This design comes from an exercise in tuning for small area and a short achievable clock period on the open sky130 flow, not from production work. Function was checked by simulation only, so behaviour that the tests miss may differ from the original. Power is estimated from default activity; no workload was simulated.

== main ==
==> flow/design.v (excerpt) <==
module PE_Array #(
    parameter DATA_WIDTH = 8,
    parameter ARRAY_SIZE = 4,
    parameter DIAG_NUM = 2 * ARRAY_SIZE - 1,
    parameter SUM_WIDTH = 32
)(
    input [ARRAY_SIZE*DATA_WIDTH-1:0] ifm_in,
    input [ARRAY_SIZE*DATA_WIDTH-1:0] w_in,
    input clk,
    input rst_n,
    input [DIAG_NUM-1:0] done,
    output [ARRAY_SIZE*DATA_WIDTH-1:0] ifm_pass,
    output [ARRAY_SIZE*DATA_WIDTH-1:0] w_pass,
    output [ARRAY_SIZE*ARRAY_SIZE*SUM_WIDTH-1:0] psum_out
);
    wire [DATA_WIDTH-1:0] ifm_wire [0:ARRAY_SIZE-1][0:ARRAY_SIZE];
    wire [DATA_WIDTH-1:0] w_wire [0:ARRAY_SIZE][0:ARRAY_SIZE-1];
    generate
        for(genvar i=0; i<ARRAY_SIZE; i=i+1) begin : input_connections
            assign ifm_wire[i][0] = ifm_in[DATA_WIDTH*i +: DATA_WIDTH];
            assign w_wire[0][i] = w_in[DATA_WIDTH*i +: DATA_WIDTH];
        end
    endgenerate
    generate
        for(genvar i=0; i<ARRAY_SIZE; i=i+1) begin : output_connections
            assign ifm_pass[DATA_WIDTH*i +: DATA_WIDTH] = ifm_wire[i][ARRAY_SIZE];
            assign w_pass[DATA_WIDTH*i +: DATA_WIDTH] = w_wire[ARRAY_SIZE][i];
        end
    endgenerate
    generate
        for(genvar i=0;i<ARRAY_SIZE;i=i+1) begin : row_gen
            for(genvar j=0;j<ARRAY_SIZE;j=j+1) begin : col_gen
                PE Processing_Element(
                .ifm_in(ifm_wire[i][j]),
                .w_in(w_wire[i][j]),
                .clk(clk),
                .rst_n(rst_n),
                .done(done[i+j]),
                .ifm_pass(ifm_wire[i][j+1]),
                .w_pass(w_wire[i+1][j]),
                .psum_out(psum_out[SUM_WIDTH*(i*ARRAY_SIZE+j) +: SUM_WIDTH])
                );
            end
        end
    endgenerate
endmodule
For scale: ~5,700 cells after synthesis, about 650 I/O pins, about 67,000 sq um of cells after synthesis.
Settings: LEC_CHECK=0, CAP_MARGIN=20, CORE_MARGIN=2, CORE_UTILIZATION=40, CTS_BUF_LIST=sky130_fd_sc_hd__clkbuf_4 sky130_fd_sc_hd__clkbuf_8, SETUP_SLACK_MARGIN=0.2, SLEW_MARGIN=20; clock period 7.0 ns.
standard.sh (not shown) runs the stock make flow with config.mk's settings and CLKGATE_MAP_FILE= SYNTH_SCRIPT=/design/flow/synth_recipe.tcl, a recipe that flattens the netlist after the stock synthesis.
==> flow/flow/run.sh <==
#!/bin/bash
# Own layout flow:
#  1. the standard synthesis, unchanged;
#  2. flow/polarity.py removes inverters from the synthesised netlist by
#     flipping full adders (self-dual) and swapping gates for their
#     complementary twins; registers and ports are untouched;
#  3. the standard ORFS layout, with the port buffers made from the smallest
#     plain buffer (buffer_ports would otherwise pick the 10 um2
#     clkdlybuf4s50_1 delay cell) and clock tree synthesis with larger sink
#     clusters and no dummy loads.
set -euo pipefail
bash standard.sh synth > synth.log 2>&1
R=orfs/results/sky130hd/PE_Array/base
cp $R/1_2_yosys.v $R/1_2_yosys_standard.v
python3 flow/polarity.py $R/1_2_yosys_standard.v $R/1_2_yosys.v > polarity.log 2>&1
rm -f $R/1_synth.odb $R/1_synth.sdc
bash standard.sh "BUFFER_PORTS_ARGS=-buffer_cell sky130_fd_sc_hd__buf_1" \
  "CTS_ARGS=-sink_clustering_enable -repair_clock_nets -sink_clustering_size 30 -sink_clustering_max_diameter 80 -buf_list {sky130_fd_sc_hd__clkbuf_8 sky130_fd_sc_hd__clkbuf_16} -dont_use_dummy_load" \
  finish > layout.log 2>&1
Other scripts of this flow, unchanged in this note and not shown: flow/flow/polarity.py, flow/flow/swap.json
diff inputs: main => the feature branch
# main
export LEC_CHECK = 0
export CAP_MARGIN = 20
export CORE_MARGIN = 2
export CORE_UTILIZATION = 40
export CTS_BUF_LIST = sky130_fd_sc_hd__clkbuf_4 sky130_fd_sc_hd__clkbuf_8
export SETUP_SLACK_MARGIN = 0.2
export SLEW_MARGIN = 20
create_clock -name core_clock -period 7.0 [get_ports {clk}]
# the feature branch
export LEC_CHECK = 0
export CAP_MARGIN = 20
export CORE_MARGIN = 2
export CORE_UTILIZATION = 40
export CTS_BUF_LIST = sky130_fd_sc_hd__clkbuf_4 sky130_fd_sc_hd__clkbuf_8
export SETUP_SLACK_MARGIN = 2.5
export SLEW_MARGIN = 20
create_clock -name core_clock -period 7.0 [get_ports {clk}]
--- outcome ---
Summary: with main as the reference, maximum number of pins on one net before global-route repair in the feature branch moved up by a few percent.
On worst hold slack: between the feature branch and main, it ends up lower for the feature branch.
Taking main as the reference, in the feature branch critical path depth saw a decrease; HPWL reported at the end of detailed placement saw little to no change; worst setup slack after placement saw an increase.
Switching power as a share of total power across the feature branch and main: no real change.
main → the feature branch: wire length on met2 increased 2.5%; final setup slack of the worst path increased 440 ps.
Cell area | the feature branch vs main | the feature branch larger

-- what the ideal ports hide --
Ports are ideal in the flow. The routed layouts listed here were re-timed in OpenROAD. Step 1: set_driving_cell puts a clkbuf_16 on clk and a buf_2 on each other input, an assumption about the parent block. Step 2 also shifts input and output timing later by t, the mid clock arrival at the registers, as if the neighbouring blocks saw the same clock. Slacks: ideal ports / drivers / drivers and shift; pairs: ideal ports / drivers.
run | t, ns | setup WS [ns] | hold slack, ns | worst setup path after step 2 | worst register clock-pin slew, ns
main | 0.750 | 2.024 / 2.080 / 1.331 | 0.528 / 0.528 / 0.528 | input to register | 0.10 / 0.10
the feature branch | 0.765 | 2.467 / 2.486 / 1.721 | 0.472 / 0.472 / 0.472 | input to register | 0.11 / 0.11
After both steps every run listed still meets setup and hold. For the feature branch, which loses most, drivers alone change the setup slack by +0.019 ns; drivers and shift together by -0.746 ns.
